From an optimization exercise on the open Yosys and OpenROAD flow, aimed at small area; shortcuts taken in it are not production practice.
Only simulation tests tie the RTL to the original design; equivalence was not proved.
In every run shown here, the design's own scripts or RTL, not TritonCTS, make the clock network.
The clock port is modelled as an ideal driver, which makes a skipped or thinned clock tree look cheaper than it is; a real chip needs a root buffer or a tree.
No activity file was given, so power comes from the tool's default toggle rates.

## design/flow/design.v

```verilog
module uart_tx (
    input  logic clk,
    input  logic rst,
    input  logic send,
    output logic tx
);
    localparam logic [7:0] MSG = "E";
    logic [3:0]  st;
    logic [10:0] u;
    wire term = (u[9:0] == 10'd520);           
    wire kick = (st == 4'd1);
    wire stop = term && (st == 4'd13);
    always_ff @(posedge clk or posedge rst) begin
        if (rst) begin
            st <= 4'd0;
            u  <= '0;
        end else begin
            u <= {u[9] ^ kick ^ stop, u[8:4], u[3] ^ kick ^ stop, u[2:0], u[10] ^ u[1] ^ term};
            case (st)
                4'd0:  if (send) st <= 4'd1;
                4'd1:  st <= 4'd2;
                4'd2:  if (term) st <= 4'd3;
                4'd3:  st <= 4'd4;
                4'd4:  if (term) st <= 4'd5;
                4'd5:  if (term) st <= 4'd6;
                4'd6:  if (term) st <= 4'd7;
                4'd7:  if (term) st <= 4'd8;
                4'd8:  if (term) st <= 4'd9;
                4'd9:  if (term) st <= 4'd10;
                4'd10: if (term) st <= 4'd11;
                4'd11: if (term) st <= 4'd12;
                4'd12: if (term) st <= 4'd13;
                4'd13: if (term) st <= 4'd14;
                default: st <= 4'd0;
            endcase
        end
    end
    always_comb begin
        case (st)
            4'd2, 4'd3:                  tx = 1'b0;        
            4'd4:                        tx = MSG[0];
            4'd5:                        tx = MSG[1];
            4'd6:                        tx = MSG[2];
            4'd7:                        tx = MSG[3];
            4'd8:                        tx = MSG[4];
            4'd9:                        tx = MSG[5];
            4'd10:                       tx = MSG[6];
            4'd11:                       tx = MSG[7];
            default:                     tx = 1'b1;
        endcase
    end
endmodule
module uart_rx (
    input  logic       clk,
    input  logic       rst,
    input  logic       rx,
    output logic [7:0] data,
    output logic       valid
);
    localparam logic [3:0] S_IDLE = 4'd0, S_DONE = 4'd11, S_START = 4'd1, S_STOP = 4'd10;
    logic [3:0]  st;
    logic [10:0] u;
    wire idle = (st == S_IDLE) || (st == S_DONE);
    wire term = (u[9:0] == 10'd520);
    wire kick = idle && !rx;
    wire stop = term && (st == S_STOP || (st == S_START && rx));
    assign valid = (st == S_DONE);
    logic [3:0] st_succ;
    always_comb
        case (st)
            4'd2: st_succ = 4'd3;
            4'd3: st_succ = 4'd4;
            4'd4: st_succ = 4'd5;
            4'd5: st_succ = 4'd6;
            4'd6: st_succ = 4'd7;
            4'd7: st_succ = 4'd8;
            4'd8: st_succ = 4'd9;
            default: st_succ = 4'd10;
        endcase
    wire in_data = (st != S_IDLE) && (st != S_DONE) && (st != S_START) && (st != S_STOP);
    always_ff @(posedge clk or posedge rst) begin
        if (rst) begin
            st <= S_IDLE;
            u  <= '0;
        end else begin
            u <= {u[9] ^ stop, u[8] ^ kick, u[7:4], u[3] ^ kick ^ stop, u[2], u[1] ^ kick, u[0], u[10] ^ u[1] ^ term};
            if (idle) st <= rx ? S_IDLE : S_START;
            else if (term) begin
                if (st == S_START)     st <= rx ? S_IDLE : 4'd2;
                else if (st == S_STOP) st <= S_DONE;
                else                   st <= st_succ;
            end
        end
    end
    always_ff @(posedge clk)
        if (term && in_data) data <= {rx, data[7:1]};
endmodule
module rxlogic_handle (
    input  logic        clk,
    input  logic        rst,
    input  logic [7:0]  data,
    input  logic        valid,
    input  logic        adv,     
    output logic [4:0]  code     
);
    function automatic logic [4:0] enc(input logic [7:0] c);
        logic is_letter, is_digit;
        logic [4:0] lcode, dcode;
        is_letter = (c[7:5] == 3'b010) && (c[4:0] != 5'd0) && (c[4:0] <= 5'd26);
        is_digit  = (c[7:4] == 4'b0011) && (c[3:0] <= 4'd9);
        lcode = ((c[4:0] == 5'd24) ? 5'd8 : c[4:0]) ^ 5'd15;
        dcode[0] = (c[3:0] == 4'd2) | (c[3:0] == 4'd4) | (c[3:0] == 4'd7) | (c[3:0] == 4'd9);
        dcode[1] = (c[3:0] == 4'd1) | (c[3:0] == 4'd4) | (c[3:0] == 4'd6) | (c[3:0] == 4'd7) | (c[3:0] == 4'd9);
        dcode[2] = (c[3:0] == 4'd1) | (c[3:0] == 4'd2) | (c[3:0] == 4'd3) | (c[3:0] == 4'd4) | (c[3:0] == 4'd5) | (c[3:0] == 4'd7);
        dcode[3] = (c[3:0] == 4'd5) | (c[3:0] == 4'd7);
        dcode[4] = (c[3:0] == 4'd2) | (c[3:0] == 4'd3) | (c[3:0] == 4'd4) | (c[3:0] == 4'd5) | (c[3:0] == 4'd6) | (c[3:0] == 4'd8) | (c[3:0] == 4'd9);
        enc = is_letter ? lcode : is_digit ? dcode : 5'd17;
    endfunction
    logic [39:0] d;        
    logic [2:0]  rs;       
    logic [2:0]  wpos;     
    logic        pend;     
    wire  [4:0]  wcode = enc(data);
    wire         wnow  = (valid | pend) && (wpos == 3'd7);
    function automatic logic [2:0] inc1(input logic [2:0] x);
        inc1 = {x[2] ^ (x[1] & x[0]), x[1] ^ x[0], ~x[0]};
    endfunction
    function automatic logic [2:0] inc2(input logic [2:0] x);
        inc2 = {x[2] ^ x[1], ~x[1], x[0]};
    endfunction
    always_ff @(posedge clk or posedge rst) begin
        if (rst) begin
            d    <= '0;
            rs   <= 3'd0;
            wpos <= 3'd7;
            pend <= 1'b0;
        end else begin
            d    <= {d[34:0], wnow ? wcode : d[39:35]};
            pend <= (valid | pend) && !wnow;
            wpos <= wnow ? wpos : inc1(wpos);
            rs   <= adv ? inc2(rs) : inc1(rs);
        end
    end
    assign code = (pend && rs == wpos) ? wcode : d[5*rs +: 5];
endmodule
module NDigitDisplay #(
    parameter N_DIGITS=8
)(
    input  logic        clk,
    input  logic        rstn,
    input  logic        rx,
    input  logic        send,
    output logic        tx,
    output logic [7:0]  an,
    output logic [6:0]  seg
);
    function automatic logic [6:0] dec(input logic [4:0] c);
        dec[0] = (c == 5'd13) | (c == 5'd11) | (c == 5'd7) | (c == 5'd6) | (c == 5'd5) | (c == 5'd3) | (c == 5'd2) | (c == 5'd1) | (c == 5'd29) | (c == 5'd27) | (c == 5'd26) | (c == 5'd25) | (c == 5'd23) | (c == 5'd22) | (c == 5'd17);
        dec[1] = (c == 5'd13) | (c == 5'd12) | (c == 5'd10) | (c == 5'd9) | (c == 5'd8) | (c == 5'd4) | (c == 5'd3) | (c == 5'd2) | (c == 5'd1) | (c == 5'd28) | (c == 5'd27) | (c == 5'd24) | (c == 5'd18) | (c == 5'd17);
        dec[2] = (c == 5'd12) | (c == 5'd10) | (c == 5'd9) | (c == 5'd3) | (c == 5'd31) | (c == 5'd29) | (c == 5'd27) | (c == 5'd21) | (c == 5'd17);
        dec[3] = (c == 5'd15) | (c == 5'd14) | (c == 5'd9) | (c == 5'd7) | (c == 5'd6) | (c == 5'd4) | (c == 5'd2) | (c == 5'd1) | (c == 5'd31) | (c == 5'd30) | (c == 5'd29) | (c == 5'd24) | (c == 5'd23) | (c == 5'd17);
        dec[4] = (c == 5'd15) | (c == 5'd6) | (c == 5'd5) | (c == 5'd30) | (c == 5'd28) | (c == 5'd25) | (c == 5'd23) | (c == 5'd22) | (c == 5'd20) | (c == 5'd19) | (c == 5'd17);
        dec[5] = (c == 5'd15) | (c == 5'd11) | (c == 5'd6) | (c == 5'd5) | (c == 5'd2) | (c == 5'd1) | (c == 5'd25) | (c == 5'd24) | (c == 5'd21) | (c == 5'd20) | (c == 5'd17);
        dec[6] = (c == 5'd15) | (c == 5'd12) | (c == 5'd8) | (c == 5'd6) | (c == 5'd5) | (c == 5'd3) | (c == 5'd0) | (c == 5'd26) | (c == 5'd25) | (c == 5'd17);
    endfunction
    logic [7:0] r_data;
    logic       r_valid;
    logic [4:0] code;
    logic [4:0] scode;    
    localparam logic [4:0] BLANK = 5'd17;   
    uart_tx UART_TX (.clk(clk), .rst(rstn), .send(send), .tx(tx));
    uart_rx UART_RX (.clk(clk), .rst(rstn), .rx(rx), .data(r_data), .valid(r_valid));
    localparam logic [13:0] C_INIT = 14'd13977;
    logic [13:0] cnt;
    logic [3:0]  index;
    logic [8:0]  onehot;
    wire cterm = ({cnt[13], cnt[9:0]} == {1'b0, 10'd844});
    wire cfb   = ~(cnt[13] ^ cnt[11] ^ cnt[4] ^ cnt[1]) ^ cterm;
    rxlogic_handle RxLogic (.clk(clk), .rst(rstn), .data(r_data), .valid(r_valid),
                            .adv(cterm && index != 4'd8), .code(code));
    always_ff @(posedge clk or posedge rstn) begin
        if (rstn) begin
            cnt   <= C_INIT;
            index <= '0;
            scode <= BLANK;
        end else begin
            cnt <= {cnt[12:0], cfb};
            if (cterm)
                case (index)
                    4'd0: index <= 4'd1;
                    4'd1: index <= 4'd2;
                    4'd2: index <= 4'd3;
                    4'd3: index <= 4'd4;
                    4'd4: index <= 4'd5;
                    4'd5: index <= 4'd6;
                    4'd6: index <= 4'd7;
                    4'd7: index <= 4'd8;
                    default: index <= 4'd0;
                endcase
            scode <= code;
        end
    end
    always_comb
        for (int k = 0; k < 9; k++) onehot[k] = (index == 4'(k));
    assign an  = ~onehot[7:0];
    assign seg = dec(scode);
endmodule
```

## design/flow/flow/run.sh

```bash
#!/bin/bash
# Layout flow: the standard synthesis with an area-oriented ABC script
# and no adder extraction, then the standard ORFS steps with a lighter clock
# tree and minimum-size port buffers. Each step's output goes to its own log.
set -euo pipefail
F=$PWD/flow
export MY_ABC_SCRIPT=$F/abc_area.script
export FLOW_SYNTH_TCL=$PWD/synth_recipe.tcl
bash standard.sh SYNTH_SCRIPT=$F/mysynth.tcl ADDER_MAP_FILE= synth > synth.log 2>&1
export PRE_CTS_TCL=$F/mycts.tcl
bash standard.sh \
  "BUFFER_PORTS_ARGS=-buffer_cell sky130_fd_sc_hd__buf_1" \
  finish > layout.log 2>&1
```

## design/flow/flow/abc_area.script

```
strash
&get -n
&st
&dc2
&syn4
&dc2
&dch
&nf -R 2000 -a
&put
topo
```

## design/flow/flow/mycts.tcl

```tcl
# PRE_CTS hook: replaces TritonCTS with a small hand-built clock tree. The
# clock port drives one root inverter, which drives MY_CTS_NBUF leaf
# inverters, each driving the flip-flops of one cluster (k-means on the
# flip-flop positions) from the cluster's centre. Every flip-flop sees the
# same two inversions; the rest of ORFS's CTS step (placement legalisation,
# timing repair) runs as usual.
set ::env(MY_CTS_NBUF) 6
set ::env(MY_CTS_BUF) sky130_fd_sc_hd__inv_8
set ::env(MY_CTS_ROOT) sky130_fd_sc_hd__inv_6
# Clock tree built by hand in place of TritonCTS: the clock port drives
# NBUF buffers (CLKBUF), each driving the flip-flops of one cluster
# (k-means on the flip-flop positions), placed at its cluster's centre.
proc my_clock_tree {args} {
  set nbuf $::env(MY_CTS_NBUF)
  set cell $::env(MY_CTS_BUF)
  set block [ord::get_db_block]
  set master [[ord::get_db] findMaster $cell]
  set clknet [$block findNet clk]
  set sinks {}
  foreach it [$clknet getITerms] {
    set inst [$it getInst]
    set loc [$inst getLocation]
    lappend sinks [list $it [lindex $loc 0] [lindex $loc 1]]
  }
  # k-means, seeded along x
  set sorted [lsort -real -index 1 $sinks]
  set n [llength $sorted]
  set cent {}
  for {set k 0} {$k < $nbuf} {incr k} {
    set s [lindex $sorted [expr {int(($k + 0.5) * $n / $nbuf)}]]
    lappend cent [list [lindex $s 1] [lindex $s 2]]
  }
  for {set iter 0} {$iter < 50} {incr iter} {
    set groups {}
    for {set k 0} {$k < $nbuf} {incr k} { lappend groups {} }
    foreach s $sinks {
      set best 0; set bd 1e30
      for {set k 0} {$k < $nbuf} {incr k} {
        set c [lindex $cent $k]
        set d [expr {abs([lindex $s 1]-[lindex $c 0]) + abs([lindex $s 2]-[lindex $c 1])}]
        if {$d < $bd} { set bd $d; set best $k }
      }
      lset groups $best [concat [lindex $groups $best] [list $s]]
    }
    set cent {}
    foreach g $groups {
      set sx 0; set sy 0
      foreach s $g { set sx [expr {$sx + [lindex $s 1]}]; set sy [expr {$sy + [lindex $s 2]}] }
      set m [expr {max(1, [llength $g])}]
      lappend cent [list [expr {int($sx / $m)}] [expr {int($sy / $m)}]]
    }
  }
  for {set k 0} {$k < $nbuf} {incr k} {
    set g [lindex $groups $k]
    if {[llength $g] == 0} { continue }
    set inst [odb::dbInst_create $block $master "clkbuf_leaf_$k"]
    set net [odb::dbNet_create $block "clknet_leaf_$k"]
    $net setSigType CLOCK
    foreach s $g {
      set it [lindex $s 0]
      $it disconnect
      $it connect $net
    }
    [$inst findITerm A] connect $clknet
    [outterm $inst] connect $net
    set c [lindex $cent $k]
    $inst setLocation [lindex $c 0] [lindex $c 1]
    $inst setPlacementStatus PLACED
    puts "clock buffer $k: [llength $g] sinks at $c"
  }
  $clknet setSigType CLOCK
  if {[info exists ::env(MY_CTS_ROOT)]} {
    set rm [[ord::get_db] findMaster $::env(MY_CTS_ROOT)]
    set root [odb::dbInst_create $block $rm "clkbuf_root"]
    set rnet [odb::dbNet_create $block "clknet_root"]
    $rnet setSigType CLOCK
    set sx 0; set sy 0; set n 0
    foreach it [$clknet getITerms] {
      set l [[$it getInst] getLocation]
      set sx [expr {$sx + [lindex $l 0]}]; set sy [expr {$sy + [lindex $l 1]}]; incr n
      $it disconnect
      $it connect $rnet
    }
    [$root findITerm A] connect $clknet
    [outterm $root] connect $rnet
    $root setLocation [expr {int($sx/$n)}] [expr {int($sy/$n)}]
    $root setPlacementStatus PLACED
  }
}
proc outterm {inst} {
  set t [$inst findITerm X]
  if {$t == "NULL" || $t == ""} { set t [$inst findITerm Y] }
  return $t
}
proc clock_tree_synthesis {args} {
  my_clock_tree
  set_propagated_clock [all_clocks]
}
```

## design/flow/flow/mysynth.tcl

```tcl
# The standard synthesis (synth_recipe.tcl), with the ABC step given an
# area-oriented script instead of ORFS's speed script.
proc abc {args} {
  set i [lsearch -exact $args -script]
  if {$i >= 0} { lset args [expr {$i+1}] $::env(MY_ABC_SCRIPT) }
  yosys abc {*}$args
}
source $::env(FLOW_SYNTH_TCL)
```

## design/flow/standard.sh

```bash
#!/bin/bash
# synth_recipe.tcl (not shown) runs the flow's synth.tcl, then flattens the netlist and writes it again
# the make line also repeats each setting of config.mk as NAME=value (left out here)
make -C /OpenROAD-flow-scripts/flow DESIGN_CONFIG=/design/flow/config.mk WORK_HOME=/design/flow/orfs CLKGATE_MAP_FILE= SYNTH_SCRIPT=/design/flow/synth_recipe.tcl "${@:-finish}"
```

## design/flow/config.mk

```make
export PLATFORM = sky130hd
export DESIGN_NAME = NDigitDisplay
export DESIGN_NICKNAME = NDigitDisplay
export VERILOG_FILES = /design/flow/design.v
export SDC_FILE = /design/flow/constraint.sdc
export NUM_CORES = 4
export LEC_CHECK = 0
export CAP_MARGIN = 20
export CORE_MARGIN = 2
export CORE_UTILIZATION = 40
export SLEW_MARGIN = 20
```

## design/flow/constraint.sdc

```tcl
create_clock -name core_clock -period 10.0 [get_ports {clk}]
set_input_delay 2.0000 -clock core_clock [delete_from_list [all_inputs] [get_ports {clk}]]
set_output_delay 2.0000 -clock core_clock [all_outputs]
set_load 0.01 [all_outputs]
```

==> results.tsv, run 1 <==
stage	metric	value	unit
clock_network	setup bufs post-CTS	0	
die	Initial Utilization	0.414	
worst_setup_path	Crit path largest cell delay	680	ps
placement	DP Worst Slack	6440	ps
hold_path	HP Class	register to register	
clock_network	Worst-path clk slew	100	ps
worst_setup_path	WP data arrival	1810	ps
hold_path	hold depth	0	
sta	final max-slew violation count	0	
worst_setup_path	CP cell instances	nor2b_1, nor2b_1, nand3b_1, nand4_1, buf_1	
clock_network	CTS Hold Bufs	0	
synth	Post-Syn Nets	374	
synth	Yosys reg bits	108	
power_and_ir_drop	clock network power share	0.207	
worst_setup_path	RR Startpoint	UART_RX.data[1]	
die	io pins	20	
sta	final worst-path cycle share	0.381	
worst_setup_path	FF-to-FF setup slack	7770	ps
synth	Synth top area share	0.507	
global_routing	first-pass GRT wire length	13.4	mm
die	die width	108	microns
sta	post-layout min period	3810	ps
worst_setup_path	Top cell by count, worst path	nor2b_1	
synth	Synth async-reset ratio	0.926	
global_routing	vias in the first global route	2792	
synth	EDFF count, synth	8	
power_and_ir_drop	NetSw	240	uW
global_routing	pin count of the biggest net entering global routing	89	
flow_run	max-cap check violation count	0	
worst_setup_path	Critical Path End	seg[6]	
die	chip height	108	microns
power_and_ir_drop	Pleak	1.91	nW
synth	most common flop cell mapped by yosys	dfrtp_1	
route	Detail Route Antenna Nets	0	
sta	setup violators final	0	
sta	post-route setup slack	6190	ps
power_and_ir_drop	Sw Share	0.298	
clock_network	post_cts resized	0	
worst_setup_path	Crit. Startpoint	scode[0]	
finish	fin area	4640	sq um
sta	Achievable Freq	262	MHz
finish	share of cells above drive strength 1	0.0603	
power_and_ir_drop	power density over cell area	174	nW/um^2
route	drt total wl	7.67	mm
global_routing	initial antenna violation count	0	
placement	HPWL after DPL	5.15	mm
die	Core ar.	10400	sq um
synth	cell accounting for the most synthesized area	dfrtp_1	
die	Rows	37	
finish	nets	404	
worst_setup_path	Levels on crit path	5	
sta	clock skew	19.7	ps
worst_setup_path	CP top delay family	simple AND/OR/NAND/NOR gates	
worst_setup_path	Worst path slowest cell	dfstp_2	
clock_network	clock latency on the worst-skew pair	210	ps
route	DRT iter0 DRCs	212	
sta	final hold viol count	0	
worst_setup_path	CP max FO	16	
worst_setup_path	WP data required	8000	ps
worst_setup_path	RR Endpoint	RxLogic.d[3]	
sta	RSZ-0062 raised after global routing	no	
placement	Port Buffer Count	19	
die	Die ar.	11600	sq um
worst_setup_path	Critical path buffers and inverters	1	
finish	share of the core filled with cells	0.447	
route	WL/cell	14.4	microns
synth	register area share after synthesis	0.643	
route	residual DRC count	0	
outcome	status	finished clean	
power_and_ir_drop	Reg power frac	0.676	
placement	RD Place Congestion	0.804	
synth	cells taking the most area after synthesis	dfrtp_1 51%, dfstp_2 8.0%, edfxtp_1 5.6%, nand2_1 2.9%, nor2_1 2.8%	
sta	Worst Tran Pin Value	752	ps
synth	synth unique cells	45	
global_routing	GR Util All Layers	0.138	
route	Via density	5.51	
synth	Mapped Cells	370	
power_and_ir_drop	Internal	566	uW
sta	Rel. slew slack	0.499	
worst_setup_path	Crit. End Element	output pin	
synth	Mapped Area	4290	sq um
power_and_ir_drop	IR drop worst, VDD	0.000102	V
worst_setup_path	Setup Crit Path Kind	register to output pin	
finish	commonest cells after routing, fill and taps aside	87 x dfrtp_1, 33 x nand2_1, 32 x nor2_1, 22 x a21oi_1, 22 x o21ai_0	
route	drt pass-1 iters	5	
placement	placed inst area	4550	sq um
worst_setup_path	R2R depth	4	
finish	area delta synth->final	8.02	%
synth	syn_area_per_cell	11.6	sq um
route	routed via count	2941	
power_and_ir_drop	Logic pwr share	0.117	
finish	ANT cells	0	
global_routing	grt ovf	0	
sta	Final TNS setup	0	ps
synth	Syn. warnings	4	
worst_setup_path	crit path launch type	register	
finish	commonest non-fill, non-tap cell in the layout	dfrtp_1	
-- stage by stage --
step	instances	total power, mW	hold slack, ps
global route	534	0.860	353
CTS	534	0.819	359
global placement	527	0.645	347
finish	534	0.807	353
detailed placement	527	0.649	349
floorplan	370	0.619	345
-- worst min-delay path by stage --
stage | from | to | slack (ps)
after global placement | cnt[12] | cnt[13] | 350
after global routing | cnt[12] | cnt[13] | 350
after floorplan | cnt[12] | cnt[13] | 350
after CTS | RxLogic.d[7] | RxLogic.d[12] | 360
final | RxLogic.d[7] | RxLogic.d[12] | 350
after detailed placement | cnt[12] | cnt[13] | 350
-- cell usage after synthesis, drive strengths merged (3+ instances only) --
cell type,count
mux2i,4
a22o,3
dfstp,13
or3,3
xnor2,10
dfrtp,87
nor2b,11
nor3,11
o21ai,22
nor4,6
nand2,33
clkinv,9
nand3,16
o22ai,17
edfxtp,8
nor4b,7
nor2,32
xor2,8
o211ai,5
nor3b,3
mux2,3
nand4,3
o31ai,3
a21oi,22
-- power groups by stage --
stage	Combinational, mW	Clock (mW)	Sequential, mW
2_1_floorplan	0.0775	0	0.541
3_3_place_gp	0.0929	0	0.552
3_5_place_dp	0.0945	0	0.554
4_1_cts	0.0956	0.177	0.546
5_1_grt	0.109	0.196	0.556
6_report	0.0944	0.167	0.546
-- layout make-up --
type	instances	area, sq um
fill	977	5730
sequential	108	2760
multi-input combinational	253	1500
tap	136	170
inverter	16	113
timing repair buffer	21	90.1
-- layer usage --
| metal | GRT usage | share of wire | vias to the layer above |
|---|---|---|---|
| met5 | 0 | 0 | - |
| met4 | 0.0293 | 0.020 | 0 |
| met3 | 0.0121 | 0.036 | 11 |
| met2 | 0.225 | 0.47 | 59 |
| met1 | 0.202 | 0.48 | 1457 |
| li1 | - | - | 1414 |
-- registers in the layout, indices dropped and copies added (netlist names) --
register and cells:
RxLogic.d 40, cnt 14, UART_RX.u 11, UART_TX.u 11, UART_RX.data 8, scode 5
UART_RX.st 4, UART_TX.st 4, index 4, RxLogic.rs 3, RxLogic.wpos 3, RxLogic.pend 1
-- cells by family after synthesis --
| family | after synthesis | synth area share |
|---|---|---|
| AO/OA/AOI/OAI | 93 | 0.137 |
| buffers and inverters | 9 | 0.00787 |
| multiplexers | 7 | 0.0172 |
| flip-flops | 108 | 0.643 |
| XOR/XNOR | 18 | 0.0367 |
| AND/OR/NAND/NOR | 135 | 0.158 |
==> run 2, diff against run 1 <==
--- a/design/flow/design.v
+++ b/design/flow/design.v
@@ -120,6 +120,7 @@
     logic [2:0]  rs;       
     logic [2:0]  wpos;     
     logic        pend;     
+    logic        fl;       
     wire  [4:0]  wcode = enc(data);
     wire         wnow  = (valid | pend) && (wpos == 3'd7);
     function automatic logic [2:0] inc1(input logic [2:0] x);
@@ -130,18 +131,20 @@
     endfunction
     always_ff @(posedge clk or posedge rst) begin
         if (rst) begin
-            d    <= '0;
+            fl   <= 1'b1;
             rs   <= 3'd0;
             wpos <= 3'd7;
             pend <= 1'b0;
         end else begin
-            d    <= {d[34:0], wnow ? wcode : d[39:35]};
+            if (wpos == 3'd6) fl <= 1'b0;
             pend <= (valid | pend) && !wnow;
             wpos <= wnow ? wpos : inc1(wpos);
             rs   <= adv ? inc2(rs) : inc1(rs);
         end
     end
-    assign code = (pend && rs == wpos) ? wcode : d[5*rs +: 5];
+    always_ff @(posedge clk)
+        d <= {d[34:0], wnow ? wcode : (d[39:35] & {5{~fl}})};
+    assign code = (pend && rs == wpos) ? wcode : (d[5*rs +: 5] & {5{~fl}});
 endmodule
 module NDigitDisplay #(
     parameter N_DIGITS=8
--- a/design/flow/flow/mycts.tcl
+++ b/design/flow/flow/mycts.tcl
@@ -4,7 +4,7 @@
 # flip-flop positions) from the cluster's centre. Every flip-flop sees the
 # same two inversions; the rest of ORFS's CTS step (placement legalisation,
 # timing repair) runs as usual.
-set ::env(MY_CTS_NBUF) 6
+set ::env(MY_CTS_NBUF) 5
 set ::env(MY_CTS_BUF) sky130_fd_sc_hd__inv_8
 set ::env(MY_CTS_ROOT) sky130_fd_sc_hd__inv_6
 # Clock tree built by hand in place of TritonCTS: the clock port drives
==> results.tsv, run 2 <==
stage	metric	value	unit
sta	setup violators final	0	
sta	post-route setup slack	6010	ps
sta	RSZ-0062 raised after global routing	no	
worst_setup_path	CP max FO	14	
hold_path	beginning of the worst hold path	RxLogic.d[14]	
synth	Mapped Cells	368	
synth	most instantiated cells after synthesis	47 x dfrtp_1, 40 x dfxtp_1, 35 x nand2_1, 29 x nor2_1, 22 x o21ai_0	
synth	most common flop cell mapped by yosys	dfrtp_1	
worst_setup_path	Crit. Startpoint	scode[3]	
global_routing	first-pass GRT wire length	12.5	mm
finish	share of cells above drive strength 1	0.0582	
power_and_ir_drop	total power draw	800	uW
worst_setup_path	CP top delay family	compound AO/OA/AOI/OAI gates	
route	drt total wl	7.23	mm
finish	area delta synth->final	7.81	%
sta	Rel. slew slack	0.516	
finish	nets	401	
die	Core ar.	10100	sq um
synth	Syn. warnings	4	
finish	Top reg by flops	RxLogic.d	
worst_setup_path	FF-to-FF setup slack	7800	ps
power_and_ir_drop	Logic pwr share	0.119	
global_routing	vias in the first global route	2656	
worst_setup_path	Crit path largest cell delay	530	ps
finish	commonest non-fill, non-tap cell in the layout	dfrtp_1	
global_routing	pin count of the biggest net entering global routing	62	
worst_setup_path	Setup Crit Path Kind	register to output pin	
clock_network	clock latency on the worst-skew pair	200	ps
finish	Largest register FFs	40	
sta	final hold viol count	0	
power_and_ir_drop	Sw Share	0.290	
global_routing	GR Util met3	0.00866	
worst_setup_path	R2R depth	5	
hold_path	hold depth	0	
worst_setup_path	crit path launch type	register	
die	io pins	20	
die	chip height	105	microns
finish	commonest cells after routing, fill and taps aside	47 x dfrtp_1, 40 x dfxtp_1, 35 x nand2_1, 29 x nor2_1, 22 x o21ai_0	
worst_setup_path	WP data required	8000	ps
synth	syn_area_per_cell	11.2	sq um
global_routing	GRT Max-Usage Layer	met2	
global_routing	met2 layer usage reported by global route	0.224	
placement	Port Buffer Count	19	
sta	post-layout min period	3990	ps
power_and_ir_drop	IR drop worst, VDD	0.0000749	V
outcome	status	finished clean	
power_and_ir_drop	NetSw	232	uW
worst_setup_path	Worst path slowest cell	dfrtp_1	
power_and_ir_drop	Pleak	1.74	nW
placement	RD Place Congestion	0.914	
synth	Mapped Area	4120	sq um
worst_setup_path	Critical path buffers and inverters	1	
route	DRT iter0 DRCs	165	
clock_network	setup bufs post-CTS	0	
die	Initial Utilization	0.406	
route	Via density	5.39	
worst_setup_path	RR Startpoint	UART_RX.data[1]	
power_and_ir_drop	clock network power share	0.197	
finish	fin area	4440	sq um
worst_setup_path	RR Endpoint	scode[2]	
synth	cells taking the most area after synthesis	dfrtp_1 29%, dfxtp_1 19%, dfstp_2 8.9%, edfxtp_1 5.8%, nand2_1 3.2%	
finish	Top Registers	RxLogic.d (40), cnt (14)	
sta	Achievable Freq	251	MHz
sta	clock skew	19.2	ps
synth	register area share after synthesis	0.628	
worst_setup_path	Crit. End Element	output pin	
sta	final max-slew violation count	0	
clock_network	Worst-path clk slew	110	ps
placement	DP Worst Slack	6290	ps
sta	final worst-path cycle share	0.399	
route	Detail Route Antenna Nets	0	
route	drt pass-1 iters	4	
placement	HPWL after DPL	5.14	mm
synth	Yosys reg bits	109	
die	die width	105	microns
global_routing	global routing met1 resource utilization	0.192	
die	Die ar.	11100	sq um
hold_path	Worst Hold Endpoint	RxLogic.d[19]	
die	Rows	37	
sta	Worst Tran Pin Value	727	ps
power_and_ir_drop	power density over cell area	180	nW/um^2
worst_setup_path	CP cell instances	nor2b_1, nor2_1, a32oi_1, o311ai_0, a21o_1, buf_1	
global_routing	GR Util All Layers	0.132	
power_and_ir_drop	Internal	568	uW
route	residual DRC count	0	
synth	EDFF count, synth	8	
placement	placed inst area	4370	sq um
hold_path	HP Class	register to register	
synth	Synth top area share	0.286	
sta	final hold slack	342	ps
synth	cell accounting for the most synthesized area	dfrtp_1	
route	routed via count	2861	
synth	most numerous cell in the Yosys netlist	dfrtp_1	
global_routing	initial antenna violation count	0	
route	WL/cell	13.6	microns
worst_setup_path	WP data arrival	1990	ps
finish	ANT cells	0	
clock_network	CTS Hold Bufs	0	
flow_run	max-cap check violation count	0	
global_routing	grt ovf	0	
clock_network	post_cts resized	0	
synth	synth unique cells	47	
synth	Post-Syn Nets	372	
sta	Final TNS setup	0	ps
power_and_ir_drop	Reg power frac	0.684	
synth	Synth async-reset ratio	0.560	
-- run 2: kinds of logic (layout without fill, tap and decap cells) --
family	Yosys count	count (layout)	share of synthesized area
compound gates	89	89	0.145
xor+xnor	16	16	0.0340
buf+inv	10	37	0.00912
flops	109	109	0.628
simple gates	142	142	0.179
mux	2	2	0.00517
-- run 2: worst max-delay path by stage --
stage,end,cells after the start
2_1_floorplan,seg[6],5
3_3_place_gp,seg[6],6
3_5_place_dp,seg[6],6
4_1_cts,seg[6],6
5_1_grt,seg[6],6
6_report,seg[6],6
-- run 2: power groups by stage --
stage	clock [mW]	sequential, mW	combinational, mW
after floorplan	0	0.544	0.0779
after CTS	0.167	0.548	0.0969
after detailed placement	0	0.556	0.0966
after global placement	0	0.555	0.0941
final	0.158	0.547	0.0951
after global routing	0.182	0.558	0.111
-- run 2: layer usage --
layer / up-vias / part of all wire
li1: 1412 / -
met1: 1381 / 0.49
met2: 58 / 0.46
met3: 10 / 0.037
met4: 0 / 0.015
met5: - / 0
-- run 2: final cells by class --
type / instances / area, sq um
fillers: 974 / 5700
inverters: 16 / 103
multi-input cells: 249 / 1500
flip-flops and latches: 109 / 2580
well taps: 136 / 170
repair buffers: 21 / 86.3
-- run 2: stage by stage --
| stage | util | std cells |
|---|---|---|
| after floorplan | - | 368 |
| after global placement | 0.431 | 525 |
| after detailed placement | 0.431 | 525 |
| after CTS | 0.438 | 531 |
| after global routing | 0.438 | 531 |
| final | 0.438 | 531 |
-- run 2: worst register-to-register path, delay by kind of cell (launching register included) --
kind | cells | cell delay [ps]
DFF | 1 | 540
AOI/OAI and AO/OA | 4 | 1030
and+or+nand+nor | 1 | 580
==> run 3, diff against run 2 <==
--- a/design/flow/flow/mycts.tcl
+++ b/design/flow/flow/mycts.tcl
@@ -4,7 +4,7 @@
 # flip-flop positions) from the cluster's centre. Every flip-flop sees the
 # same two inversions; the rest of ORFS's CTS step (placement legalisation,
 # timing repair) runs as usual.
-set ::env(MY_CTS_NBUF) 5
+set ::env(MY_CTS_NBUF) 6
 set ::env(MY_CTS_BUF) sky130_fd_sc_hd__inv_8
 set ::env(MY_CTS_ROOT) sky130_fd_sc_hd__inv_6
 # Clock tree built by hand in place of TritonCTS: the clock port drives
==> results.tsv, run 3 <==
stage	metric	value	unit
route	Met3 Wirelength	269	microns
clock_network	post_cts resized	0	
route	DRT iter0 DRCs	147	
die	Initial Utilization	0.406	
route	drt pass-1 iters	4	
sta	final worst-path cycle share	0.397	
die	Core ar.	10100	sq um
sta	RSZ-0062 raised after global routing	no	
global_routing	grt ovf	0	
global_routing	pin count of the biggest net entering global routing	62	
synth	Synth async-reset ratio	0.560	
outcome	status	finished clean	
sta	setup violators final	0	
finish	fillcell total	973	
sta	post-layout min period	3970	ps
clock_network	CTS Hold Bufs	0	
synth	Synth top area share	0.286	
clock_network	clock latency on the worst-skew pair	220	ps
route	met1 wire length	3.60	mm
finish	Top Registers	RxLogic.d (40), cnt (14)	
route	residual DRC count	0	
worst_setup_path	FF-to-FF setup slack	7760	ps
finish	Top reg by flops	RxLogic.d	
clock_network	setup bufs post-CTS	0	
placement	Port Buffer Count	19	
placement	RD Place Congestion	0.914	
finish	commonest cells after routing, fill and taps aside	47 x dfrtp_1, 40 x dfxtp_1, 35 x nand2_1, 29 x nor2_1, 22 x o21ai_0	
sta	Worst Tran Pin Value	732	ps
power_and_ir_drop	Internal	571	uW
die	chip height	105	microns
sta	Final TNS setup	0	ps
sta	clock skew	23.8	ps
synth	cells taking the most area after synthesis	dfrtp_1 29%, dfxtp_1 19%, dfstp_2 8.9%, edfxtp_1 5.8%, nand2_1 3.2%	
worst_setup_path	CP cell instances	nor2b_1, nor2_1, a32oi_1, o311ai_0, a21o_1, buf_1	
power_and_ir_drop	NetSw	240	uW
finish	area delta synth->final	8.08	%
worst_setup_path	WP data arrival	1970	ps
synth	Mapped Area	4120	sq um
global_routing	GR Util All Layers	0.133	
power_and_ir_drop	Pleak	1.74	nW
finish	ANT cells	0	
synth	most numerous cell in the Yosys netlist	dfrtp_1	
worst_setup_path	Crit path largest cell delay	520	ps
power_and_ir_drop	Logic pwr share	0.118	
synth	Post-Syn Nets	372	
synth	most instantiated cells after synthesis	47 x dfrtp_1, 40 x dfxtp_1, 35 x nand2_1, 29 x nor2_1, 22 x o21ai_0	
power_and_ir_drop	Sw Share	0.296	
worst_setup_path	crit path launch type	register	
route	Detail Route Antenna Nets	0	
finish	nets	402	
power_and_ir_drop	IR drop worst, VDD	0.0000798	V
sta	post-route setup slack	6030	ps
placement	HPWL after DPL	5.14	mm
route	WL/cell	13.7	microns
route	Via density	5.33	
synth	Mapped Cells	368	
die	io pins	20	
finish	commonest non-fill, non-tap cell in the layout	dfrtp_1	
worst_setup_path	CP max FO	14	
synth	Yosys reg bits	109	
power_and_ir_drop	power density over cell area	182	nW/um^2
die	Rows	37	
sta	Achievable Freq	252	MHz
clock_network	Worst-path clk slew	80	ps
global_routing	first-pass GRT wire length	12.6	mm
hold_path	HP Class	register to register	
power_and_ir_drop	clock network power share	0.208	
synth	syn_area_per_cell	11.2	sq um
route	wire length on met2	3.31	mm
global_routing	initial antenna violation count	0	
sta	final hold viol count	0	
power_and_ir_drop	Reg power frac	0.675	
synth	cell accounting for the most synthesized area	dfrtp_1	
synth	synth unique cells	47	
finish	Largest register FFs	40	
route	top layer in use	met4	
synth	most common flop cell mapped by yosys	dfrtp_1	
finish	share of cells above drive strength 1	0.0606	
die	die width	105	microns
synth	Syn. warnings	4	
worst_setup_path	Worst path slowest cell	dfrtp_1	
worst_setup_path	Crit. End Element	output pin	
route	routed via count	2834	
worst_setup_path	WP data required	8000	ps
global_routing	vias in the first global route	2657	
sta	Rel. slew slack	0.512	
route	drt total wl	7.31	mm
synth	EDFF count, synth	8	
worst_setup_path	Setup Crit Path Kind	register to output pin	
flow_run	max-cap check violation count	0	
sta	final max-slew violation count	0	
synth	register area share after synthesis	0.628	
placement	DP Worst Slack	6290	ps
die	Die ar.	11100	sq um
[run 3: cell count changes in the layout (fill, tap and decap cells not counted)]
cell,before,now
inv_8,5,6
[run 3: worst paths after layout]
| path | startpoint | cells past startpoint | end |
|---|---|---|---|
| worst max-delay path | scode[3] | 6 | seg[6] |
| worst min-delay path | RxLogic.d[28] | 0 | RxLogic.d[33] |
| worst max register to register | UART_RX.data[1] | 5 | scode[2] |
| worst min register to register | RxLogic.d[28] | 0 | RxLogic.d[33] |
| max in group asynchronous | rstn | 3 | scode[1] |
| min in group asynchronous | rstn | 3 | cnt[8] |
[run 3: layout make-up]
| type | instances | area, sq um | share of cell area |
|---|---|---|---|
| Inverter | 17 | 114 | 0.0256 |
| Sequential cell | 109 | 2580 | 0.581 |
| Timing Repair Buffer | 21 | 86.3 | 0.0194 |
| Multi-Input combinational cell | 249 | 1500 | 0.336 |
| Tap cell | 136 | 170 | 0.0382 |
[run 3: routing by layer]
layer | vias to the layer above | track usage
met1 | 1352 | 0.191
met2 | 55 | 0.224
li1 | 1417 | -
met5 | - | 0
met3 | 10 | 0.0111
met4 | 0 | 0.0181
[run 3: worst max-delay path: cells and delay by family (launching register included)]
family | cells | cell delay (ps)
AO/OA/AOI/OAI | 3 | 610
AND/OR/NAND/NOR | 2 | 530
flip-flops | 1 | 520
buffers and inverters | 1 | 120
[run 3: power by group through the flow]
stage	Combinational [mW]	Sequential, mW	Clock [mW]
floorplan	0.0779	0.544	0
global placement	0.0941	0.555	0
detailed placement	0.0966	0.556	0
CTS	0.0969	0.548	0.177
global route	0.111	0.558	0.191
finish	0.0954	0.547	0.168
[run 3: kinds of logic (layout without fill, tap and decap cells)]
group,after synthesis,after routing,share of synthesized area
AO/OA/AOI/OAI,89,89,0.145
XOR/XNOR,16,16,0.0340
buffers and inverters,10,38,0.00912
flip-flops,109,109,0.628
multiplexers,2,2,0.00517
AND/OR/NAND/NOR,142,142,0.179
[run 3: stage by stage]
stage | util | area [sq um] | cells | power (mW) | hold slack [ps]
after global routing | 0.439 | 4450 | 532 | 0.860 | 353
after detailed placement | 0.431 | 4370 | 525 | 0.652 | 337
after CTS | 0.439 | 4450 | 532 | 0.822 | 348
final | 0.439 | 4450 | 532 | 0.811 | 347
after floorplan | - | 4120 | 368 | 0.622 | 331
after global placement | 0.431 | 4370 | 525 | 0.649 | 335
==> run 4, diff against run 3 <==
--- a/design/flow/design.v
+++ b/design/flow/design.v
@@ -57,7 +57,18 @@
     output logic [7:0] data,
     output logic       valid
 );
-    localparam logic [3:0] S_IDLE = 4'd0, S_DONE = 4'd11, S_START = 4'd1, S_STOP = 4'd10;
+    localparam logic [3:0] S_IDLE = 4'd0,
+                           S_START = 4'd4,
+                           S_D0 = 4'd8,
+                           S_D1 = 4'd9,
+                           S_D2 = 4'd10,
+                           S_D3 = 4'd11,
+                           S_D4 = 4'd12,
+                           S_D5 = 4'd13,
+                           S_D6 = 4'd14,
+                           S_D7 = 4'd15,
+                           S_STOP = 4'd6,
+                           S_DONE = 4'd2;
     logic [3:0]  st;
     logic [10:0] u;
     wire idle = (st == S_IDLE) || (st == S_DONE);
@@ -65,19 +76,19 @@
     wire kick = idle && !rx;
     wire stop = term && (st == S_STOP || (st == S_START && rx));
     assign valid = (st == S_DONE);
-    logic [3:0] st_succ;
+    logic [3:0] st_succ;    
     always_comb
         case (st)
-            4'd2: st_succ = 4'd3;
-            4'd3: st_succ = 4'd4;
-            4'd4: st_succ = 4'd5;
-            4'd5: st_succ = 4'd6;
-            4'd6: st_succ = 4'd7;
-            4'd7: st_succ = 4'd8;
-            4'd8: st_succ = 4'd9;
-            default: st_succ = 4'd10;
+            S_D0: st_succ = S_D1;
+            S_D1: st_succ = S_D2;
+            S_D2: st_succ = S_D3;
+            S_D3: st_succ = S_D4;
+            S_D4: st_succ = S_D5;
+            S_D5: st_succ = S_D6;
+            S_D6: st_succ = S_D7;
+            default: st_succ = S_STOP;
         endcase
-    wire in_data = (st != S_IDLE) && (st != S_DONE) && (st != S_START) && (st != S_STOP);
+    wire in_data = !idle && (st != S_START) && (st != S_STOP);
     always_ff @(posedge clk or posedge rst) begin
         if (rst) begin
             st <= S_IDLE;
@@ -86,7 +97,7 @@
             u <= {u[9] ^ stop, u[8] ^ kick, u[7:4], u[3] ^ kick ^ stop, u[2], u[1] ^ kick, u[0], u[10] ^ u[1] ^ term};
             if (idle) st <= rx ? S_IDLE : S_START;
             else if (term) begin
-                if (st == S_START)     st <= rx ? S_IDLE : 4'd2;
+                if (st == S_START)     st <= rx ? S_IDLE : S_D0;
                 else if (st == S_STOP) st <= S_DONE;
                 else                   st <= st_succ;
             end
==> design/flow/flow/abc_area.script (replaced) <==
strash
&get -n
&st
&syn2
&dch
&nf -R 1000
&st
&syn2
&dch
&nf -R 1000
&put
topo
==> results.tsv, run 4 <==
stage	metric	value	unit
placement	RD Place Congestion	0.787	
finish	share of the core filled with cells	0.440	
synth	syn_area_per_cell	10.9	sq um
finish	Top reg by flops	RxLogic.d	
sta	final max-slew violation count	0	
sta	Final TNS setup	0	ps
worst_setup_path	crit path launch type	register	
worst_setup_path	WP data required	8000	ps
worst_setup_path	RR Startpoint	UART_TX.u[5]	
sta	post-layout min period	4030	ps
finish	commonest non-fill, non-tap cell in the layout	dfrtp_1	
outcome	status	finished clean	
global_routing	grt ovf	0	
die	die width	106	microns
synth	cell accounting for the most synthesized area	dfrtp_1	
worst_setup_path	CP max FO	11	
hold_path	HP Class	register to register	
sta	final hold slack	328	ps
synth	largest family of logic cells by synthesized area	compound AO/OA/AOI/OAI gates	
finish	footprint of the multi-input gates	1480	sq um
synth	synth unique cells	42	
synth	Post-Syn Nets	385	
route	Via density	5.17	
power_and_ir_drop	Pleak	1.67	nW
finish	register area	2580	sq um
power_and_ir_drop	power density over cell area	152	nW/um^2
finish	share of cells above drive strength 1	0.0634	
synth	XOR/XNOR Fraction of Synth Area	0.0381	
global_routing	vias in the first global route	2641	
synth	Syn. warnings	4	
route	DRT iter0 DRCs	117	
global_routing	initial antenna violation count	0	
finish	commonest cells after routing, fill and taps aside	47 x dfrtp_1, 40 x dfxtp_1, 39 x o21ai_0, 34 x a21oi_1, 29 x nor2_1	
route	WL/cell	12.5	microns
sta	Rel. slew slack	0.456	
global_routing	GR Util All Layers	0.126	
sta	RSZ-0062 raised after global routing	no	
synth	Synth Area in Compound Gates	0.150	
route	drt pass-1 iters	4	
synth	most common flop cell mapped by yosys	dfrtp_1	
clock_network	Worst-path clk slew	110	ps
synth	Synth Area in Adders	0	
synth	register area share after synthesis	0.624	
sta	Achievable Freq	248	MHz
hold_path	Worst Hold Endpoint	RxLogic.d[16]	
synth	cells taking the most area after synthesis	dfrtp_1 28%, dfxtp_1 19%, dfstp_2 8.9%, edfxtp_1 5.8%, o21ai_0 4.7%	
flow_run	max-cap check violation count	0	
global_routing	first-pass GRT wire length	12.3	mm
sta	post-route setup slack	5970	ps
synth	mux contribution to synthesized area	0.0296	
worst_setup_path	Crit. End Element	output pin	
clock_network	CTS Hold Bufs	0	
worst_setup_path	FF-to-FF setup slack	7690	ps
route	Detail Route Antenna Nets	0	
die	chip height	106	microns
sta	final worst-path cycle share	0.403	
hold_path	beginning of the worst hold path	RxLogic.d[11]	
sta	Worst Tran Pin Value	808	ps
route	drt total wl	6.84	mm
synth	Yosys reg bits	109	
sta	final hold viol count	0	
placement	DP Worst Slack	6210	ps
worst_setup_path	RR Endpoint	UART_TX.u[4]	
finish	area delta synth->final	8.22	%
clock_network	post_cts resized	0	
synth	EDFF count, synth	8	
die	Die ar.	11200	sq um
finish	Finished Layout Cells	546	
sta	clock skew	28.3	ps
placement	HPWL after DPL	4.55	mm
clock_network	setup bufs post-CTS	0	
placement	Port Buffer Count	19	
placement	placed inst area	4400	sq um
finish	ANT cells	0	
die	Core ar.	10200	sq um
route	routed via count	2822	
clock_network	clock latency on the worst-skew pair	220	ps
finish	Top Registers	RxLogic.d (40), cnt (14)	
synth	Synth async-reset ratio	0.560	
synth	most instantiated cells after synthesis	47 x dfrtp_1, 40 x dfxtp_1, 39 x o21ai_0, 34 x a21oi_1, 29 x nor2_1	
hold_path	hold depth	0	
die	Initial Utilization	0.407	
synth	most numerous cell in the Yosys netlist	dfrtp_1	
route	residual DRC count	0	
synth	Post-Synth Simple-Gate Area	0.139	
finish	fin area	4480	sq um
placement	Placed Instances	539	
global_routing	pin count of the biggest net entering global routing	62	
die	Rows	37	
synth	Synth top area share	0.284	
synth	Mapped Area	4140	sq um
synth	Mapped Cells	381	
finish	Largest register FFs	40	
finish	fillcell total	998	
finish	nets	416	
power_and_ir_drop	total power draw	682	uW
worst_setup_path	R2R depth	7	
worst_setup_path	WP data arrival	2030	ps
die	io pins	20	
sta	setup violators final	0	
worst_setup_path	Setup Crit Path Kind	register to output pin	
power_and_ir_drop	IR drop worst, VDD	0.000111	V
[run 4: cell count changes after synthesis, moves of 7 or more]
cell,before,now
o21ai_0,22,39
nor2b_1,14,7
nand2_1,35,25
o22ai_1,15,6
clkinv_1,10,21
mux2i_1,1,10
a21oi_1,10,34
a22o_1,7,0
nand3_1,11,18
[run 4: report_power, final]
group / leakage (nW) / switching (mW) / internal [mW]
Combinational: 0.504 / 0.0139 / 0.0137
Sequential: 1.13 / 0.0166 / 0.468
Clock: 0.0408 / 0.146 / 0.0237
[run 4: worst max path at each step]
stage                     startpoint  endpoint  slack [ps]
after floorplan             scode[0]    seg[2]        6410
after global routing        scode[0]    seg[2]        5780
final                       scode[0]    seg[2]        5970
after CTS                   scode[0]    seg[2]        5970
after global placement      scode[0]    seg[2]        6240
after detailed placement    scode[0]    seg[2]        6210
[run 4: area by class of cell]
class / instances / share of cell area
flip-flops and latches: 109 / 0.577
multi-input cells: 251 / 0.330
well taps: 136 / 0.0380
inverters: 28 / 0.0346
repair buffers: 22 / 0.0209
[run 4: routing by layer]
layer	routed length [microns]	part of all wire	up-vias	track usage
met5	0	0	-	0
met4	84	0.012	0	0.0150
met3	198	0.029	7	0.0130
met2	3110	0.45	40	0.212
met1	3450	0.50	1344	0.182
li1	-	-	1431	-
[run 4: cells by family after synthesis]
family / after synthesis
compound gates: 107
xor+xnor: 18
buf+inv: 21
flops: 109
mux: 11
simple gates: 115
[run 4: critical path, stage by stage, from the launching register on]
cell	delay, ps
dfstp_2	640
clkinv_1	180
nor2_1	220
nand2b_1	220
a22oi_1	110
nor2_1	120
a31oi_1	50
o22ai_1	140
buf_1	160
==> run 5, diff against run 4 <==
==> design/flow/flow/abc_area.script (replaced) <==
strash
&get -n
&st
&dc2
&syn4
&dch
&nf -R 2000 -a
&put
topo
==> results.tsv, run 5 <==
stage	metric	value	unit
outcome	status	finished clean	
synth	Synth top area share	0.284	
flow_run	max-cap check violation count	0	
synth	Mapped Area	4140	sq um
synth	Post-Syn Nets	384	
global_routing	initial antenna violation count	0	
finish	Top reg by flops	RxLogic.d	
die	Rows	37	
finish	commonest cells after routing, fill and taps aside	53 x nand2_1, 47 x dfrtp_1, 40 x dfxtp_1, 34 x nor2_1, 19 x buf_1	
sta	final max-slew violation count	0	
synth	Syn. warnings	4	
route	DRT iter0 DRCs	117	
finish	Largest register FFs	40	
finish	share of cells above drive strength 1	0.0613	
route	residual DRC count	0	
worst_setup_path	Setup Crit Path Kind	register to output pin	
route	routed via count	2850	
route	WL/cell	13.4	microns
worst_setup_path	CP max FO	14	
synth	cells taking the most area after synthesis	dfrtp_1 28%, dfxtp_1 19%, dfstp_2 8.9%, edfxtp_1 5.8%, nand2_1 4.8%	
sta	final worst-path cycle share	0.374	
synth	XOR/XNOR Fraction of Synth Area	0.0381	
synth	Synth Area in Compound Gates	0.122	
synth	Synth async-reset ratio	0.560	
synth	Synth Area in Adders	0	
synth	Post-Synth Simple-Gate Area	0.198	
synth	synth unique cells	48	
synth	cell accounting for the most synthesized area	dfrtp_1	
synth	largest family of logic cells by synthesized area	simple AND/OR/NAND/NOR gates	
finish	Finished Layout Cells	544	
power_and_ir_drop	power density over cell area	173	nW/um^2
worst_setup_path	crit path launch type	register	
sta	Achievable Freq	267	MHz
die	chip height	106	microns
clock_network	Worst-path clk slew	110	ps
synth	most common flop cell mapped by yosys	dfrtp_1	
synth	register area share after synthesis	0.625	
placement	RD Place Congestion	0.866	
sta	final hold slack	330	ps
sta	RSZ-0062 raised after global routing	no	
power_and_ir_drop	IR drop worst, VDD	0.0000962	V
synth	syn_area_per_cell	10.9	sq um
placement	Placed Instances	537	
die	Initial Utilization	0.406	
clock_network	clock latency on the worst-skew pair	220	ps
route	drt pass-1 iters	4	
synth	mux contribution to synthesized area	0.0106	
die	die width	106	microns
sta	final hold viol count	0	
sta	Final TNS setup	0	ps
synth	Mapped Cells	380	
global_routing	grt ovf	0	
finish	commonest non-fill, non-tap cell in the layout	nand2_1	
worst_setup_path	WP data required	8000	ps
synth	most instantiated cells after synthesis	53 x nand2_1, 47 x dfrtp_1, 40 x dfxtp_1, 34 x nor2_1	
synth	EDFF count, synth	8	
route	drt total wl	7.28	mm
global_routing	first-pass GRT wire length	12.7	mm
finish	nets	414	
clock_network	setup bufs post-CTS	0	
synth	most numerous cell in the Yosys netlist	nand2_1	
sta	clock skew	24.2	ps
die	io pins	20	
global_routing	pin count of the biggest net entering global routing	62	
global_routing	GR Util All Layers	0.131	
finish	area delta synth->final	8.05	%
worst_setup_path	WP data arrival	1740	ps
synth	Yosys reg bits	109	
sta	post-layout min period	3740	ps
route	Via density	5.24	
sta	setup violators final	0	
worst_setup_path	Crit. End Element	output pin	
hold_path	HP Class	register to register	
global_routing	vias in the first global route	2686	
finish	ANT cells	0	
finish	Top Registers	RxLogic.d (40), cnt (14)	
placement	HPWL after DPL	4.97	mm
sta	Rel. slew slack	0.506	
placement	Port Buffer Count	19	
power_and_ir_drop	Pleak	1.69	nW
clock_network	post_cts resized	0	
sta	Worst Tran Pin Value	741	ps
die	Core ar.	10200	sq um
die	Die ar.	11200	sq um
route	Detail Route Antenna Nets	0	
clock_network	CTS Hold Bufs	0	
## run 5: cell types whose count changed in the layout (fill, tap and decap cells not counted), moves of 3 or more
cell / change
nand2_1: +28
o21ai_0: -22
a21oi_1: -18
clkinv_1: -14
o22ai_1: +11
mux2i_1: -9
nand3_1: -7
nor4_1: +6
nor2_1: +5
a22o_1: +4
o211ai_1: +4
and2_0: +3
o32ai_1: -3
## run 5: path summary, 6_finish.rpt
path                                 start             to  slack (ps)  depth (start not counted)
min in group asynchronous             rstn   UART_TX.u[3]        1950                          3
max in group asynchronous             rstn   RxLogic.pend        7540                          3
setup / recovery                  scode[2]         seg[0]        6260                          4
hold / removal               RxLogic.d[14]  RxLogic.d[19]         330                          0
setup reg to reg           UART_RX.data[2]       scode[4]        7830                          6
hold reg to reg              RxLogic.d[14]  RxLogic.d[19]         330                          0
## run 5: area by class of cell
class / instances / area, sq um
Fill cell: 998 / 5720
Inverter: 14 / 103
Multi-Input combinational cell: 264 / 1530
Sequential cell: 109 / 2580
Tap cell: 136 / 170
Timing Repair Buffer: 21 / 86.3
## run 5: cell families after synthesis
kind of cell | after synthesis
AND/OR/NAND/NOR | 163
flip-flops | 109
AO/OA/AOI/OAI | 80
XOR/XNOR | 18
buffers and inverters | 7
multiplexers | 3
## run 5: metrics by stage
stage	util	setup WS, ps	instance area (sq um)	total power, mW
5_1_grt	0.439	6120	4470	0.819
3_5_place_dp	0.431	6510	4390	0.613
6_report	0.439	6260	4470	0.774
3_3_place_gp	0.431	6580	4390	0.611
4_1_cts	0.439	6270	4470	0.786
2_1_floorplan	-	6660	4140	0.590
## run 5: layer usage
metal  track usage  share of wire  vias to the layer above
met2         0.211           0.44                       54
met4        0.0301          0.026                        0
met5             0              0                        -
met1         0.197           0.50                     1356
met3       0.00742          0.031                       13
li1              -              -                     1427
## run 5: critical path, stage by stage (launching register included)
cell and delay [ps]:
dfrtp_1 520, nor2_1 390, o32ai_1 160, nor4bb_1 280, buf_1 180
## run 5: power by group
group | internal [mW] | switching (mW) | leakage, nW
sequential | 0.495 | 0.0399 | 1.12
combinational | 0.0325 | 0.0348 | 0.525
clock | 0.0236 | 0.148 | 0.0408
total | 0.552 | 0.223 | 1.69
==> run 6, diff against run 5 <==
==> design/flow/flow/abc_area.script (replaced) <==
strash
&get -n
&st
&dc2
&syn4
&dc2
&syn3
&dch
&nf -R 2000 -a
&put
topo
==> results.tsv, run 6 <==
stage	metric	value	unit
outcome	status	finished clean	
clock_network	clock latency on the worst-skew pair	230	ps
die	Rows	37	
route	drt total wl	7.00	mm
worst_setup_path	Crit. End Element	output pin	
power_and_ir_drop	IR drop worst, VDD	0.000140	V
global_routing	first-pass GRT wire length	12.2	mm
sta	Worst Tran Pin Value	1020	ps
finish	nets	408	
sta	Achievable Freq	248	MHz
sta	final hold viol count	0	
synth	cells taking the most area after synthesis	dfrtp_1 29%, dfxtp_1 19%, dfstp_2 8.9%, edfxtp_1 5.8%, nand2_1 3.5%	
die	die width	105	microns
route	residual DRC count	0	
synth	XOR/XNOR Fraction of Synth Area	0.0447	
sta	post-route setup slack	5960	ps
synth	Mapped Cells	375	
worst_setup_path	CP max FO	8	
route	DRT iter0 DRCs	97	
die	Die ar.	11100	sq um
synth	Synth Area in Adders	0	
die	chip height	105	microns
finish	Top Registers	RxLogic.d (40), cnt (14)	
synth	EDFF count, synth	8	
synth	register area share after synthesis	0.629	
global_routing	vias in the first global route	2546	
synth	Synth top area share	0.286	
synth	Post-Syn Nets	379	
die	Initial Utilization	0.406	
synth	largest family of logic cells by synthesized area	simple AND/OR/NAND/NOR gates	
synth	Synth Area in Compound Gates	0.147	
sta	clock skew	41.5	ps
global_routing	pin count of the biggest net entering global routing	62	
placement	HPWL after DPL	4.78	mm
worst_setup_path	crit path launch type	register	
synth	synth unique cells	44	
synth	most instantiated cells after synthesis	47 x dfrtp_1, 40 x dfxtp_1, 38 x nand2_1, 38 x nor2_1, 28 x o21ai_0	
route	Detail Route Antenna Nets	0	
synth	mux contribution to synthesized area	0.00761	
sta	Rel. slew slack	0.313	
placement	Port Buffer Count	19	
finish	commonest non-fill, non-tap cell in the layout	dfrtp_1	
route	routed via count	2805	
synth	Post-Synth Simple-Gate Area	0.167	
route	drt pass-1 iters	4	
finish	Finished Layout Cells	538	
sta	final worst-path cycle share	0.404	
power_and_ir_drop	Pleak	1.66	nW
route	WL/cell	13.0	microns
die	Core ar.	10100	sq um
finish	Top reg by flops	RxLogic.d	
clock_network	setup bufs post-CTS	0	
sta	post-layout min period	4040	ps
global_routing	grt ovf	0	
power_and_ir_drop	power density over cell area	176	nW/um^2
finish	share of cells above drive strength 1	0.0572	
synth	most numerous cell in the Yosys netlist	dfrtp_1	
flow_run	max-cap check violation count	0	
worst_setup_path	Setup Crit Path Kind	register to output pin	
clock_network	CTS Hold Bufs	0	
finish	Largest register FFs	40	
worst_setup_path	WP data arrival	2040	ps
finish	ANT cells	0	
die	io pins	20	
synth	Synth async-reset ratio	0.560	
sta	Final TNS setup	0	ps
synth	most common flop cell mapped by yosys	dfrtp_1	
power_and_ir_drop	total power draw	780	uW
clock_network	post_cts resized	0	
sta	final max-slew violation count	0	
synth	Mapped Area	4110	sq um
global_routing	initial antenna violation count	0	
placement	RD Place Congestion	0.790	
placement	DP Worst Slack	6180	ps
route	Via density	5.21	
synth	Yosys reg bits	109	
hold_path	HP Class	register to register	
worst_setup_path	WP data required	8000	ps
synth	Syn. warnings	4	
worst_setup_path	FF-to-FF setup slack	7220	ps
synth	syn_area_per_cell	11.0	sq um
sta	setup violators final	0	
synth	cell accounting for the most synthesized area	dfrtp_1	
global_routing	GR Util All Layers	0.126	
finish	area delta synth->final	7.91	%
placement	Placed Instances	531	
sta	RSZ-0062 raised after global routing	no	
clock_network	Worst-path clk slew	120	ps
finish	commonest cells after routing, fill and taps aside	47 x dfrtp_1, 40 x dfxtp_1, 38 x nor2_1, 38 x nand2_1, 28 x o21ai_0	
run 6: worst max-delay path, stage by stage, from the launching register on:
cell	delay, ps
dfstp_2	590
clkinv_1	200
nor2_1	250
nand2b_1	220
nand2_1	70
a21oi_1	150
a31oi_1	50
o21ai_0	160
buf_1	160
run 6: cells by family after synthesis:
| family | count (synthesis) |
|---|---|
| compound gates | 97 |
| xor+xnor | 21 |
| buf+inv | 6 |
| flops | 109 |
| mux | 3 |
| simple gates | 139 |
run 6: path summary, 6_finish.rpt:
path / from / end / depth (start not counted)
min in group asynchronous: rstn / UART_TX.u[4] / 3
setup reg to reg: UART_TX.u[7] / UART_TX.u[4] / 5
hold reg to reg: RxLogic.d[8] / RxLogic.d[13] / 0
max in group asynchronous: rstn / cnt[1] / 3
setup / recovery: scode[0] / seg[2] / 8
hold / removal: RxLogic.d[8] / RxLogic.d[13] / 0
run 6: power by group:
part | leakage, nW | internal (mW) | switching, mW
clock | 0.0408 | 0.0236 | 0.145
combinational | 0.506 | 0.0346 | 0.0308
sequential | 1.12 | 0.501 | 0.0453
run 6: through the flow:
stage / hold WS, ps / utilization / cell area, sq um
after global placement: 333 / 0.430 / 4360
after floorplan: 324 / - / 4110
after CTS: 303 / 0.438 / 4440
after detailed placement: 335 / 0.430 / 4360
final: 299 / 0.438 / 4440
after global routing: 314 / 0.438 / 4440
run 6: routing by layer:
metal / part of all wire / vias to the layer above / global-route usage
met5: 0 / - / 0
met3: 0.028 / 5 / 0.0155
met2: 0.46 / 28 / 0.204
met4: 0.0097 / 0 / 0.0133
li1: - / 1418 / -
met1: 0.51 / 1354 / 0.187
run 6: area by class of cell:
cell class | instances | area (sq um)
multi-input cells | 260 | 1510
flip-flops and latches | 109 | 2580
repair buffers | 20 | 78.8
well taps | 136 | 170
fillers | 961 | 5700
inverters | 13 | 98.8
==> run 7, diff against run 6 <==
==> design/flow/flow/abc_area.script (replaced) <==
strash
&get -n
&st
&dc2
&syn4
&dc2
&dch
&nf -R 2000 -a
&put
topo
==> results.tsv, run 7 <==
stage	metric	value	unit
synth	register area share after synthesis	0.627	
finish	Largest register FFs	40	
worst_setup_path	CP max FO	14	
worst_setup_path	crit path launch type	register	
finish	area delta synth->final	7.89	%
placement	Port Buffer Count	19	
finish	fin area	4450	sq um
route	Met3 Wirelength	281	microns
sta	Achievable Freq	263	MHz
finish	ANT cells	0	
finish	footprint of the multi-input gates	1500	sq um
placement	RD Place Congestion	0.895	
worst_setup_path	R2R depth	3	
synth	largest family of logic cells by synthesized area	simple AND/OR/NAND/NOR gates	
clock_network	clock latency on the worst-skew pair	210	ps
synth	Mapped Cells	385	
sta	Final TNS setup	0	ps
worst_setup_path	CP cell instances	nor2b_1, nor2_1, a32oi_1, o311a_1, o21ai_0, buf_1	
synth	mux contribution to synthesized area	0.0137	
worst_setup_path	Crit path largest cell delay	570	ps
synth	cell accounting for the most synthesized area	dfrtp_1	
sta	Rel. slew slack	0.486	
outcome	status	finished clean	
finish	fillcell total	991	
sta	post-layout min period	3800	ps
synth	most instantiated cells after synthesis	48 x nand2_1, 47 x dfrtp_1, 41 x nor2_1, 40 x dfxtp_1, 21 x o21ai_0	
die	Initial Utilization	0.405	
finish	commonest non-fill, non-tap cell in the layout	nand2_1	
route	drt total wl	7.22	mm
worst_setup_path	RR Startpoint	UART_RX.u[2]	
synth	most numerous cell in the Yosys netlist	nand2_1	
synth	Syn. warnings	4	
power_and_ir_drop	Pleak	1.70	nW
global_routing	pin count of the biggest net entering global routing	62	
route	WL/cell	13.2	microns
worst_setup_path	Crit. End Element	output pin	
worst_setup_path	Crit. Startpoint	scode[3]	
route	drt pass-1 iters	4	
sta	setup violators final	0	
worst_setup_path	Setup Crit Path Kind	register to output pin	
global_routing	grt ovf	0	
synth	Post-Syn Nets	389	
clock_network	post_cts resized	0	
sta	final hold slack	351	ps
synth	XOR/XNOR Fraction of Synth Area	0.0340	
sta	final max-slew violation count	0	
finish	register area	2580	sq um
synth	Mapped Area	4120	sq um
synth	EDFF count, synth	8	
synth	cells taking the most area after synthesis	dfrtp_1 29%, dfxtp_1 19%, dfstp_2 8.9%, edfxtp_1 5.8%, nand2_1 4.4%	
worst_setup_path	FF-to-FF setup slack	7820	ps
worst_setup_path	RR Endpoint	UART_RX.data[0]	
die	Die ar.	11100	sq um
die	Core ar.	10200	sq um
worst_setup_path	WP data required	8000	ps
route	DRT iter0 DRCs	141	
finish	Finished Layout Cells	548	
synth	Synth Area in Adders	0	
global_routing	first-pass GRT wire length	13.1	mm
flow_run	max-cap check violation count	0	
hold_path	HP Class	register to register	
die	Rows	37	
route	met1 wire length	3.60	mm
synth	synth unique cells	43	
global_routing	initial antenna violation count	0	
sta	clock skew	20.1	ps
synth	Synth Area in Compound Gates	0.126	
clock_network	CTS Hold Bufs	0	
finish	share of cells above drive strength 1	0.0607	
route	residual DRC count	0	
clock_network	setup bufs post-CTS	0	
finish	commonest cells after routing, fill and taps aside	48 x nand2_1, 47 x dfrtp_1, 41 x nor2_1, 40 x dfxtp_1	
synth	Yosys reg bits	109	
route	Via density	5.28	
global_routing	vias in the first global route	2822	
die	die width	106	microns
route	wire length on met2	3.18	mm
finish	Top reg by flops	RxLogic.d	
sta	final worst-path cycle share	0.380	
synth	syn_area_per_cell	10.7	sq um
sta	RSZ-0062 raised after global routing	no	
route	Detail Route Antenna Nets	0	
worst_setup_path	Worst path slowest cell	dfrtp_1	
die	chip height	106	microns
worst_setup_path	Critical Path End	seg[6]	
synth	most common flop cell mapped by yosys	dfrtp_1	
route	top layer in use	met4	
power_and_ir_drop	power density over cell area	174	nW/um^2
worst_setup_path	WP data arrival	1800	ps
route	routed via count	2896	
synth	Synth async-reset ratio	0.560	
synth	Synth top area share	0.285	
sta	Worst Tran Pin Value	767	ps
clock_network	Worst-path clk slew	80	ps
global_routing	GR Util All Layers	0.136	
placement	Placed Instances	541	
die	io pins	20	
finish	nets	418	
synth	Post-Synth Simple-Gate Area	0.191	
power_and_ir_drop	IR drop worst, VDD	0.000108	V
placement	placed inst area	4370	sq um
finish	Top Registers	RxLogic.d (40), cnt (14)	
sta	final hold viol count	0	
placement	HPWL after DPL	5.00	mm
[run 7: changes by cell type after synthesis, sizes merged, moves of 4 or more]
cell,before,now
xnor2,14,9
nand3b,6,2
nand2,38,48
a211oi,5,1
nor4b,1,5
or4b,4,0
a22o,0,4
o21ai,28,21
nand3,7,20
[run 7: layer usage]
layer  vias to the layer above  GRT usage
met4                         0     0.0301
met3                        13     0.0130
met5                         -          0
met1                      1374      0.198
met2                        68      0.221
li1                       1441          -
[run 7: cell families (layout without fill, tap and decap cells)]
family | count (synthesis) | count (layout)
simple gates | 165 | 165
flops | 109 | 109
compound gates | 83 | 83
xor+xnor | 16 | 16
buf+inv | 9 | 36
mux | 3 | 3
[run 7: worst min-delay path by stage]
| stage | from | to | slack [ps] | cells after the start |
|---|---|---|---|---|
| CTS | RxLogic.d[14] | RxLogic.d[19] | 350 | 0 |
| detailed placement | RxLogic.d[14] | RxLogic.d[19] | 340 | 0 |
| floorplan | RxLogic.d[14] | RxLogic.d[19] | 330 | 0 |
| global route | RxLogic.d[34] | RxLogic.d[39] | 360 | 0 |
| finish | RxLogic.d[34] | RxLogic.d[39] | 350 | 0 |
| global placement | RxLogic.d[19] | RxLogic.d[24] | 330 | 0 |
[run 7: power breakdown]
| part | leakage [nW] | internal (mW) | switching (mW) | total, mW |
|---|---|---|---|---|
| registers | 1.12 | 0.495 | 0.0391 | 0.535 |
| logic | 0.543 | 0.0323 | 0.0394 | 0.0717 |
| clock network | 0.0408 | 0.0236 | 0.145 | 0.169 |
[run 7: cell type report]
class / instances / share of cell area
well taps: 136 / 0.0383
flip-flops and latches: 109 / 0.581
inverters: 16 / 0.0248
multi-input cells: 267 / 0.338
repair buffers: 20 / 0.0177
[run 7: critical path, delay by kind of cell, from the launching register on]
family / cells / cell delay [ps]
simple gates: 2 / 350
flops: 1 / 570
compound gates: 3 / 530
buf+inv: 1 / 140
[run 7: metrics by stage]
stage                     power [mW]   util  worst slack, ps
final                          0.775  0.437             6200
after global routing           0.820  0.437             6010
after CTS                      0.784  0.437             6220
after detailed placement       0.615  0.429             6460
after global placement         0.612  0.429             6530
after floorplan                0.591      -             6690

-- static timing again, ports no longer ideal --
Ports are ideal in the flow. The routed layouts listed here were re-timed in OpenROAD.
Step 1, drivers: a clkbuf_16 drives clk and a buf_2 each remaining input, both assumed.
Step 2 moves the port delays by t, midway between the first and last clock arrival at a register: inputs arrive t later, outputs are due t later. That takes back most of the time a late clock gives input paths.
Slacks: no drivers / after step 1 / after step 2; pairs: no drivers / after step 1.
run | t, ns | setup WS [ns] | hold WS [ns] | worst slew at a driven data input, ns
run 1 | 0.243 | 6.189 / 6.147 / 6.390 | 0.353 / 0.353 / 0.353 | 0.03
run 2 | 0.234 | 6.010 / 5.968 / 6.202 | 0.342 / 0.342 / 0.342 | 0.03
run 3 | 0.245 | 6.034 / 5.992 / 6.238 | 0.347 / 0.347 / 0.347 | 0.03
run 4 | 0.242 | 5.969 / 5.930 / 6.172 | 0.328 / 0.328 / 0.328 | 0.03
run 5 | 0.249 | 6.256 / 6.216 / 6.466 | 0.330 / 0.330 / 0.330 | 0.03
run 6 | 0.246 | 5.964 / 5.924 / 6.170 | 0.299 / 0.299 / 0.299 | 0.03
run 7 | 0.243 | 6.204 / 6.164 / 6.407 | 0.351 / 0.351 / 0.351 | 0.03
After both steps every run listed still meets setup and hold.
